This is an optimization exercise on Yosys and OpenROAD, whose aim is small area and a short achievable clock period, not a production implementation. Function was checked by simulation only, so behaviour that the tests miss may differ from the original. The clock input has no modelled driver; a real chip could not lean on it and would need a root buffer or a full tree.

==> trial 77: inputs <==
// mul
module mul(clk,
	   reset,
	   is_signed,
	   is_high,
	   go,
	   is_mulw,
	   src_A,
	   src_B,
	   rob_ptr_in,
	   prf_ptr_in,
	   y,
	   complete,
	   rob_ptr_out,
	   prf_ptr_val_out,
	   prf_ptr_out);
clock: 12.0 ns
lec_check: 0
abc_area: 1
cap_margin: 20
core_margin: 2
core_utilization: 62
setup_slack_margin: 0.4
slew_margin: 20
synth_hierarchical: 1
synth_minimum_keep_size: 0
standard.sh (not shown) runs the stock make flow with config.mk's settings and CLKGATE_MAP_FILE= SYNTH_SCRIPT=/design/flow/synth_recipe.tcl, a recipe that flattens the netlist after the stock synthesis.
==> flow/flow/run.sh <==
#!/bin/bash
# The standard layout (standard.sh) with changes made only through ORFS's own hooks and
# variables, on the same SDC (the design's clock period and I/O delays):
#  - the clock tree is a two-level buffer tree (flow/mycts.tcl, as PRE_CTS_TCL)
#    instead of TritonCTS's deeper one;
#  - the timing-repair margin follows the output-path floor (flow/margin.tcl), so repair
#    works on every path slower than the paths to the outputs;
#  - after ORFS's antenna repair, antennas are repaired again with a 20% margin and timing
#    is repaired once more (flow/grt_post.tcl);
#  - the port buffers start as buf_2 (BUFFER_PORTS_ARGS) rather than the delay cell that
#    buffer_ports picks by default; timing repair sizes them as it does any cell.
# Each ORFS step writes its own log under orfs/logs; make's output goes to flow_make.log.
set -euo pipefail
export BUFFER_PORTS_ARGS="-buffer_cell sky130_fd_sc_hd__buf_2"
F=$PWD/flow
EXTRA="SETUP_SLACK_MARGIN=$(cat $F/setup_margin) TNS_END_PERCENT=100"
EXTRA="$EXTRA PRE_CTS_TCL=$F/mycts.tcl"
EXTRA="$EXTRA PRE_GLOBAL_ROUTE_TCL=$F/grt_hook.tcl POST_GLOBAL_ROUTE_TCL=$F/grt_post.tcl"
sed -e "s|SETUP_SLACK_MARGIN=[-0-9.]*|$EXTRA|" standard.sh > standard_mine.sh
bash standard_mine.sh finish > flow_make.log 2>&1
==> flow/flow/grt_post.tcl <==
source [file join [file dirname [info script]] margin.tcl]

log_cmd repair_antennas -iterations 3 -ratio_margin 20
log_cmd estimate_parasitics -global_routing
set_floor_margin
repair_timing_helper
log_cmd global_route -start_incremental
log_cmd detailed_placement
log_cmd global_route -end_incremental
check_placement -verbose
check_antennas -report_file $::env(REPORTS_DIR)/grt_antennas_post.log
log_cmd estimate_parasitics -global_routing
write_guides $::env(RESULTS_DIR)/route.guide
==> flow/flow/margin.tcl <==
# Timing-repair target for this design: the paths from the output registers to the output
# ports (clock latency, clock-to-q, output buffer and the fixed 20% output delay) set the
# shortest period the design can reach. The repair margin is set so that repair_timing
# aims at that floor (clock latency + 2.4 ns output delay + 0.45 ns for the flip-flop and the
# output buffer) on every path, with the SDC and its clock period unchanged.
proc set_floor_margin { } {
  set lat 0.0
  foreach p [get_pins -of_objects [all_registers] -filter "name==CLK"] {
    set a [get_property $p arrival_max_rise]
    if { $a > $lat } { set lat $a }
  }
  set period [get_property [lindex [all_clocks] 0] period]
  set m [format "%.3f" [expr { $period - ($lat + 0.2 * $period + 0.45) }]]
  set ::env(SETUP_SLACK_MARGIN) $m
  puts "margin.tcl: clock latency $lat, setup repair margin $m"
}
==> flow/flow/mycts.tcl <==
# Two-level clock tree, built in place of TritonCTS's.
# The flip-flops are split into equal clusters of at most CTS_LEAF_SIZE by recursive
# bisection of their placement; a clkbuf_16 at each cluster's centre drives its flip-flops. The leaf
# buffers are split into CTS_ROOTS groups the same way; a clkbuf_16 at each group's centre
# drives the group's leaf buffers, and the clock port drives the CTS_ROOTS root buffers.
# Every flip-flop sees the same two buffers, so no register's clock is moved on purpose.
# It is sourced as PRE_CTS_TCL and takes the place of clock_tree_synthesis in ORFS's cts.tcl.

source [file join [file dirname [info script]] margin.tcl]

proc mycts_split { idx pts k } {
  # recursive bisection of the points idx (indices into pts) into k groups of equal size,
  # each cut across the longer side of the group's bounding box; returns a list of groups
  if { $k <= 1 } {
    return [list $idx]
  }
  set xs {}
  set ys {}
  foreach i $idx {
    lappend xs [lindex $pts $i 0]
    lappend ys [lindex $pts $i 1]
  }
  set xs [lsort -real $xs]
  set ys [lsort -real $ys]
  set axis [expr { ([lindex $xs end] - [lindex $xs 0]) >= ([lindex $ys end] - [lindex $ys 0]) ? 0 : 1 }]
  set keyed {}
  foreach i $idx {
    lappend keyed [list [lindex $pts $i $axis] $i]
  }
  set keyed [lsort -real -index 0 $keyed]
  set k1 [expr { $k / 2 }]
  set n1 [expr { int(round(double([llength $idx]) * $k1 / $k)) }]
  set a {}
  set b {}
  set c 0
  foreach e $keyed {
    if { $c < $n1 } { lappend a [lindex $e 1] } else { lappend b [lindex $e 1] }
    incr c
  }
  return [concat [mycts_split $a $pts $k1] [mycts_split $b $pts [expr { $k - $k1 }]]]
}

proc mycts_centre { grp pts } {
  set sx 0.0
  set sy 0.0
  foreach i $grp {
    set sx [expr { $sx + [lindex $pts $i 0] }]
    set sy [expr { $sy + [lindex $pts $i 1] }]
  }
  set n [llength $grp]
  return [list [expr { int($sx / $n) }] [expr { int($sy / $n) }]]
}

proc mycts_build { } {
  set leaf_size 18
  set nroots 4
  set bufname sky130_fd_sc_hd__clkbuf_16
  set block [ord::get_db_block]
  set db [ord::get_db]
  set master [$db findMaster $bufname]
  set clk_port [$block findBTerm clk]
  set clk [$clk_port getNet]
  set sinks {}
  set pts {}
  foreach it [$clk getITerms] {
    set inst [$it getInst]
    set bb [$inst getBBox]
    lappend sinks $it
    lappend pts [list [expr { ([$bb xMin] + [$bb xMax]) / 2.0 }] [expr { ([$bb yMin] + [$bb yMax]) / 2.0 }]]
  }
  set n [llength $sinks]
  set k [expr { max(1, int(ceil(double($n) / $leaf_size))) }]
  puts "mycts: $n clock sinks, $k leaf buffers, $nroots root buffers"
  set all {}
  for { set i 0 } { $i < $n } { incr i } { lappend all $i }
  set groups [mycts_split $all $pts $k]
  # leaf buffers
  set leaves {}
  set lpts {}
  set cnt {}
  set j 0
  foreach grp $groups {
    set b [odb::dbInst_create $block $master "mycts_leaf_$j"]
    lassign [mycts_centre $grp $pts] x y
    $b setLocation $x $y
    $b setPlacementStatus PLACED
    set net [odb::dbNet_create $block "mycts_leafnet_$j"]
    $net setSigType CLOCK
    [$b findITerm X] connect $net
    foreach i $grp {
      set it [lindex $sinks $i]
      $it disconnect
      $it connect $net
    }
    lappend leaves $b
    lappend lpts [list $x $y]
    lappend cnt [llength $grp]
    incr j
  }
  puts "mycts: flip-flops per leaf buffer: [lsort -integer $cnt]"
  # root buffers
  set nroots [expr { min($nroots, $k) }]
  set lall {}
  for { set i 0 } { $i < $k } { incr i } { lappend lall $i }
  set r 0
  foreach grp [mycts_split $lall $lpts $nroots] {
    set b [odb::dbInst_create $block $master "mycts_root_$r"]
    lassign [mycts_centre $grp $lpts] x y
    $b setLocation $x $y
    $b setPlacementStatus PLACED
    set net [odb::dbNet_create $block "mycts_rootnet_$r"]
    $net setSigType CLOCK
    [$b findITerm X] connect $net
    [$b findITerm A] connect $clk
    foreach i $grp {
      [[lindex $leaves $i] findITerm A] connect $net
    }
    incr r
  }
  $clk setSigType CLOCK
}

rename clock_tree_synthesis tritoncts_clock_tree_synthesis
proc clock_tree_synthesis { args } {
  mycts_build
  set_propagated_clock [all_clocks]
  estimate_parasitics -placement
  set_floor_margin
}
Other scripts of this flow, unchanged in this note and not shown: flow/flow/grt_hook.tcl, flow/flow/setup_margin
==> build 4: changes against trial 77 <==
--- a/flow/flow/run.sh
+++ b/flow/flow/run.sh
@@ -4,7 +4,7 @@
 #  - the clock tree is a two-level buffer tree (flow/mycts.tcl, as PRE_CTS_TCL)
-#    instead of TritonCTS's deeper one;
+#    instead of TritonCTS's deeper one; before it is built, the flip-flops that drive
+#    output ports are moved next to their port buffers;
 #  - the timing-repair margin follows the output-path floor (flow/margin.tcl), so repair
 #    works on every path slower than the paths to the outputs;
-#  - after ORFS's antenna repair, antennas are repaired again with a 20% margin and timing
-#    is repaired once more (flow/grt_post.tcl);
+#  - after ORFS's antenna repair, timing is repaired once more (flow/grt_post.tcl);
 #  - the port buffers start as buf_2 (BUFFER_PORTS_ARGS) rather than the delay cell that
--- a/flow/flow/grt_post.tcl
+++ b/flow/flow/grt_post.tcl
@@ -1,4 +1,5 @@
+# POST_GLOBAL_ROUTE_TCL: ORFS repairs antennas after its last timing repair, and the diodes
+# it adds slow some nets. Repair timing once more against the same floor (margin.tcl), then
+# route the changed nets again and rewrite the route guides for the detailed router.
 source [file join [file dirname [info script]] margin.tcl]
-
-log_cmd repair_antennas -iterations 3 -ratio_margin 20
 log_cmd estimate_parasitics -global_routing
==> flow/flow/margin.tcl (replaced) <==
proc set_floor_margin { } {
  set lat 0.0
  foreach p [get_pins -of_objects [all_registers] -filter "name==CLK"] {
    set a [get_property $p arrival_max_rise]
    if { $a > $lat } { set lat $a }
  }
  set period [get_property [lindex [all_clocks] 0] period]
  set m [format "%.3f" [expr { $period - ($lat + 0.2 * $period + 0.36) }]]
  set ::env(SETUP_SLACK_MARGIN) $m
  puts "margin.tcl: clock latency $lat, setup repair margin $m"
}
--- a/flow/flow/mycts.tcl
+++ b/flow/flow/mycts.tcl
@@ -1,5 +1,5 @@
-# Two-level clock tree, built in place of TritonCTS's.
+# Two-level clock tree (buf_16 roots, clkbuf_16 leaves), built in place of TritonCTS's.
 # The flip-flops are split into equal clusters of at most CTS_LEAF_SIZE by recursive
 # bisection of their placement; a clkbuf_16 at each cluster's centre drives its flip-flops. The leaf
-# buffers are split into CTS_ROOTS groups the same way; a clkbuf_16 at each group's centre
+# buffers are split into CTS_ROOTS groups the same way; a buf_16 at each group's centre
 # drives the group's leaf buffers, and the clock port drives the CTS_ROOTS root buffers.
@@ -54,5 +54,6 @@
 proc mycts_build { } {
-  set leaf_size 18
+  set leaf_size 14
   set nroots 4
   set bufname sky130_fd_sc_hd__clkbuf_16
+  set rootname sky130_fd_sc_hd__buf_16
   set block [ord::get_db_block]
@@ -106,3 +107,3 @@
   foreach grp [mycts_split $lall $lpts $nroots] {
-    set b [odb::dbInst_create $block $master "mycts_root_$r"]
+    set b [odb::dbInst_create $block [$db findMaster $rootname] "mycts_root_$r"]
     lassign [mycts_centre $grp $lpts] x y
@@ -122,4 +123,35 @@
 
+# Each flip-flop that drives an output port's buffer is moved next to that buffer (the
+# detailed placement that follows in cts.tcl legalizes it), so that the register-to-port
+# path is not slowed by a long wire from wherever global placement left the flip-flop.
+proc mycts_move_output_flops { } {
+  set block [ord::get_db_block]
+  set n 0
+  foreach bt [$block getBTerms] {
+    if { [$bt getIoType] != "OUTPUT" } { continue }
+    set net [$bt getNet]
+    foreach it [$net getITerms] {
+      if { ![$it isOutputSignal] } { continue }
+      set buf [$it getInst]
+      set a [$buf findITerm A]
+      if { $a == "NULL" } { continue }
+      set in [$a getNet]
+      if { $in == "NULL" } { continue }
+      foreach it2 [$in getITerms] {
+        if { ![$it2 isOutputSignal] } { continue }
+        set ff [$it2 getInst]
+        if { ![string match "*dfxtp*" [[$ff getMaster] getName]] } { continue }
+        set bb [$buf getBBox]
+        $ff setLocation [$bb xMin] [$bb yMin]
+        incr n
+      }
+    }
+  }
+  puts "mycts: moved $n output flip-flops next to their port buffers"
+}
+
 rename clock_tree_synthesis tritoncts_clock_tree_synthesis
 proc clock_tree_synthesis { args } {
+  mycts_move_output_flops
+  log_cmd detailed_placement
   mycts_build
CORE_UTILIZATION = 55   (was 62)
==> build 46: changes against trial 77 <==
--- a/flow/flow/run.sh
+++ b/flow/flow/run.sh
@@ -4,7 +4,7 @@
 #  - the clock tree is a two-level buffer tree (flow/mycts.tcl, as PRE_CTS_TCL)
-#    instead of TritonCTS's deeper one;
+#    instead of TritonCTS's deeper one; before it is built, the flip-flops that drive
+#    output ports are moved next to their port buffers;
 #  - the timing-repair margin follows the output-path floor (flow/margin.tcl), so repair
 #    works on every path slower than the paths to the outputs;
-#  - after ORFS's antenna repair, antennas are repaired again with a 20% margin and timing
-#    is repaired once more (flow/grt_post.tcl);
+#  - after ORFS's antenna repair, timing is repaired once more (flow/grt_post.tcl);
 #  - the port buffers start as buf_2 (BUFFER_PORTS_ARGS) rather than the delay cell that
--- a/flow/flow/grt_post.tcl
+++ b/flow/flow/grt_post.tcl
@@ -1,4 +1,5 @@
+# POST_GLOBAL_ROUTE_TCL: ORFS repairs antennas after its last timing repair, and the diodes
+# it adds slow some nets. Repair timing once more against the same floor (margin.tcl), then
+# route the changed nets again and rewrite the route guides for the detailed router.
 source [file join [file dirname [info script]] margin.tcl]
-
-log_cmd repair_antennas -iterations 3 -ratio_margin 20
 log_cmd estimate_parasitics -global_routing
==> flow/flow/margin.tcl (replaced) <==
proc set_floor_margin { } {
  set lat 0.0
  foreach p [get_pins -of_objects [all_registers] -filter "name==CLK"] {
    set a [get_property $p arrival_max_rise]
    if { $a > $lat } { set lat $a }
  }
  set period [get_property [lindex [all_clocks] 0] period]
  set m [format "%.3f" [expr { $period - ($lat + 0.2 * $period + 0.30) }]]
  set ::env(SETUP_SLACK_MARGIN) $m
  puts "margin.tcl: clock latency $lat, setup repair margin $m"
}
--- a/flow/flow/mycts.tcl
+++ b/flow/flow/mycts.tcl
@@ -1,5 +1,5 @@
-# Two-level clock tree, built in place of TritonCTS's.
+# Two-level clock tree (buf_16 roots, clkbuf_16 leaves), built in place of TritonCTS's.
 # The flip-flops are split into equal clusters of at most CTS_LEAF_SIZE by recursive
 # bisection of their placement; a clkbuf_16 at each cluster's centre drives its flip-flops. The leaf
-# buffers are split into CTS_ROOTS groups the same way; a clkbuf_16 at each group's centre
+# buffers are split into CTS_ROOTS groups the same way; a buf_16 at each group's centre
 # drives the group's leaf buffers, and the clock port drives the CTS_ROOTS root buffers.
@@ -54,5 +54,6 @@
 proc mycts_build { } {
-  set leaf_size 18
+  set leaf_size 14
   set nroots 4
   set bufname sky130_fd_sc_hd__clkbuf_16
+  set rootname sky130_fd_sc_hd__buf_16
   set block [ord::get_db_block]
@@ -106,3 +107,3 @@
   foreach grp [mycts_split $lall $lpts $nroots] {
-    set b [odb::dbInst_create $block $master "mycts_root_$r"]
+    set b [odb::dbInst_create $block [$db findMaster $rootname] "mycts_root_$r"]
     lassign [mycts_centre $grp $lpts] x y
@@ -122,4 +123,35 @@
 
+# Each flip-flop that drives an output port's buffer is moved next to that buffer (the
+# detailed placement that follows in cts.tcl legalizes it), so that the register-to-port
+# path is not slowed by a long wire from wherever global placement left the flip-flop.
+proc mycts_move_output_flops { } {
+  set block [ord::get_db_block]
+  set n 0
+  foreach bt [$block getBTerms] {
+    if { [$bt getIoType] != "OUTPUT" } { continue }
+    set net [$bt getNet]
+    foreach it [$net getITerms] {
+      if { ![$it isOutputSignal] } { continue }
+      set buf [$it getInst]
+      set a [$buf findITerm A]
+      if { $a == "NULL" } { continue }
+      set in [$a getNet]
+      if { $in == "NULL" } { continue }
+      foreach it2 [$in getITerms] {
+        if { ![$it2 isOutputSignal] } { continue }
+        set ff [$it2 getInst]
+        if { ![string match "*dfxtp*" [[$ff getMaster] getName]] } { continue }
+        set bb [$buf getBBox]
+        $ff setLocation [$bb xMin] [$bb yMin]
+        incr n
+      }
+    }
+  }
+  puts "mycts: moved $n output flip-flops next to their port buffers"
+}
+
 rename clock_tree_synthesis tritoncts_clock_tree_synthesis
 proc clock_tree_synthesis { args } {
+  mycts_move_output_flops
+  log_cmd detailed_placement
   mycts_build
CORE_UTILIZATION = 55   (was 62)
==> trial 34: changes against trial 77 <==
--- a/flow/flow/run.sh
+++ b/flow/flow/run.sh
@@ -4,3 +4,4 @@
 #  - the clock tree is a two-level buffer tree (flow/mycts.tcl, as PRE_CTS_TCL)
-#    instead of TritonCTS's deeper one;
+#    instead of TritonCTS's deeper one; before it is built, the flip-flops that drive
+#    output ports are moved next to their port buffers;
 #  - the timing-repair margin follows the output-path floor (flow/margin.tcl), so repair
--- a/flow/flow/margin.tcl
+++ b/flow/flow/margin.tcl
@@ -3,3 +3,3 @@
 # shortest period the design can reach. The repair margin is set so that repair_timing
-# aims at that floor (clock latency + 2.4 ns output delay + 0.45 ns for the flip-flop and the
+# aims at that floor (clock latency + 2.4 ns output delay + 0.42 ns for the flip-flop and the
 # output buffer) on every path, with the SDC and its clock period unchanged.
@@ -12,3 +12,3 @@
   set period [get_property [lindex [all_clocks] 0] period]
-  set m [format "%.3f" [expr { $period - ($lat + 0.2 * $period + 0.45) }]]
+  set m [format "%.3f" [expr { $period - ($lat + 0.2 * $period + 0.42) }]]
   set ::env(SETUP_SLACK_MARGIN) $m
--- a/flow/flow/mycts.tcl
+++ b/flow/flow/mycts.tcl
@@ -122,4 +122,35 @@
 
+# Each flip-flop that drives an output port's buffer is moved next to that buffer (the
+# detailed placement that follows in cts.tcl legalizes it), so that the register-to-port
+# path is not slowed by a long wire from wherever global placement left the flip-flop.
+proc mycts_move_output_flops { } {
+  set block [ord::get_db_block]
+  set n 0
+  foreach bt [$block getBTerms] {
+    if { [$bt getIoType] != "OUTPUT" } { continue }
+    set net [$bt getNet]
+    foreach it [$net getITerms] {
+      if { ![$it isOutputSignal] } { continue }
+      set buf [$it getInst]
+      set a [$buf findITerm A]
+      if { $a == "NULL" } { continue }
+      set in [$a getNet]
+      if { $in == "NULL" } { continue }
+      foreach it2 [$in getITerms] {
+        if { ![$it2 isOutputSignal] } { continue }
+        set ff [$it2 getInst]
+        if { ![string match "*dfxtp*" [[$ff getMaster] getName]] } { continue }
+        set bb [$buf getBBox]
+        $ff setLocation [$bb xMin] [$bb yMin]
+        incr n
+      }
+    }
+  }
+  puts "mycts: moved $n output flip-flops next to their port buffers"
+}
+
 rename clock_tree_synthesis tritoncts_clock_tree_synthesis
 proc clock_tree_synthesis { args } {
+  mycts_move_output_flops
+  log_cmd detailed_placement
   mycts_build
CORE_UTILIZATION = 55   (was 62)
==> summary of the runs <==
- Against build 46, the sequential share of layout area of build 4 is higher by 0.082 points.
- In die area, build 4 and build 46 do not differ.
- In via count, build 4 and build 46 hardly differ.
- Against build 4, the routed wire length of build 46 is larger by about 0.25%.
- In build 46 the clock skew is higher than in build 4, by 26 ps.
- Trial 34 did not get past 5_1_grt. Build 4 reached the layout checks and failed them: antenna rules. Trial 77 stopped in 5_1_grt (EST-0104). Build 46 ran to the end with no violations.
- Against build 4, the register-to-register slack of build 46 is better by 130 ps.
- In sequential cell count, build 46 and build 4 do not differ.
==> figures <==
Status: trial 34 stopped before the end; build 4 finished with violations; trial 77 stopped before the end; build 46 no timing/DRC/antenna violations
Stage where the flow stopped: trial 34 5_1_grt; build 4 -; trial 77 5_1_grt; build 46 -
Reasons for failing layout checks: trial 34 -; build 4 antenna rules; trial 77 -; build 46 -
Worst setup endpoint GRT: trial 34 r_y[61]$_DFF_P_/D; build 4 -; trial 77 y[56]; build 46 -
Inverters: trial 34 -; build 4 588; trial 77 -; build 46 589
Worst EP required: trial 34 -; build 4 12510 ps; trial 77 -; build 46 12510 ps
Horizontal die dimension: trial 34 460 um; build 4 460 um; trial 77 433 um; build 46 460 um
Worst setup SP type: trial 34 -; build 4 flip-flop; trial 77 -; build 46 flip-flop
Via count: trial 34 -; build 4 101801; trial 77 -; build 46 101666
Wirelength per Cell: trial 34 -; build 4 42.7 um; trial 77 -; build 46 42.6 um
Detail Route Antenna Nets: trial 34 -; build 4 1; trial 77 -; build 46 0
Critical path launch point: trial 34 -; build 4 r1_neg[16]; trial 77 -; build 46 r1_neg[14]
Routability cong.: trial 34 1.05; build 4 1.05; trial 77 1.08; build 46 1.05
Die outline height: trial 34 460 um; build 4 460 um; trial 77 433 um; build 46 460 um
Final area over synthesized area: trial 34 -; build 4 1.072x; trial 77 -; build 46 1.076x
Critical path buffers and inverters: trial 34 -; build 4 1; trial 77 -; build 46 1
Number of vias per cell after detailed routing: trial 34 -; build 4 7.51; trial 77 -; build 46 7.47
Clock Latency Late Sink: trial 34 -; build 4 710 ps; trial 77 -; build 46 740 ps
Post-DP HPWL: trial 34 360000 um; build 4 360000 um; trial 77 350000 um; build 46 360000 um
Final period util: trial 34 -; build 4 30.4%; trial 77 -; build 46 29.3%
Worst-path endpoint category: trial 34 register input; build 4 -; trial 77 primary output; build 46 -
The clock cells of build 4 and build 46 come from the design's own scripts or RTL, not from TritonCTS.

[separate check: timing with driven ports]
The results above use ideal ports. As a check the final layouts listed here were re-extracted and re-timed, cells and wires unchanged. Step 1, drivers: a clkbuf_16 drives clk and a buf_2 each remaining input, both assumed. Step 2 times the ports against the registers' clock, not the clock port: input delays grow and output delays shrink by t, the midpoint of the rising clock arrivals with the driver on. a / b / c = no drivers / after step 1 / after step 2; a / b = the first two.
run	shift t [ns]	setup slack, ns	hold WS [ns]	latest minus earliest clock arrival (ns)
build 4	0.894	8.348 / 8.286 / 8.352	0.326 / 0.326 / 0.326	0.122 / 0.122
build 46	0.913	8.480 / 8.279 / 8.481	0.326 / 0.326 / 0.326	0.148 / 0.150
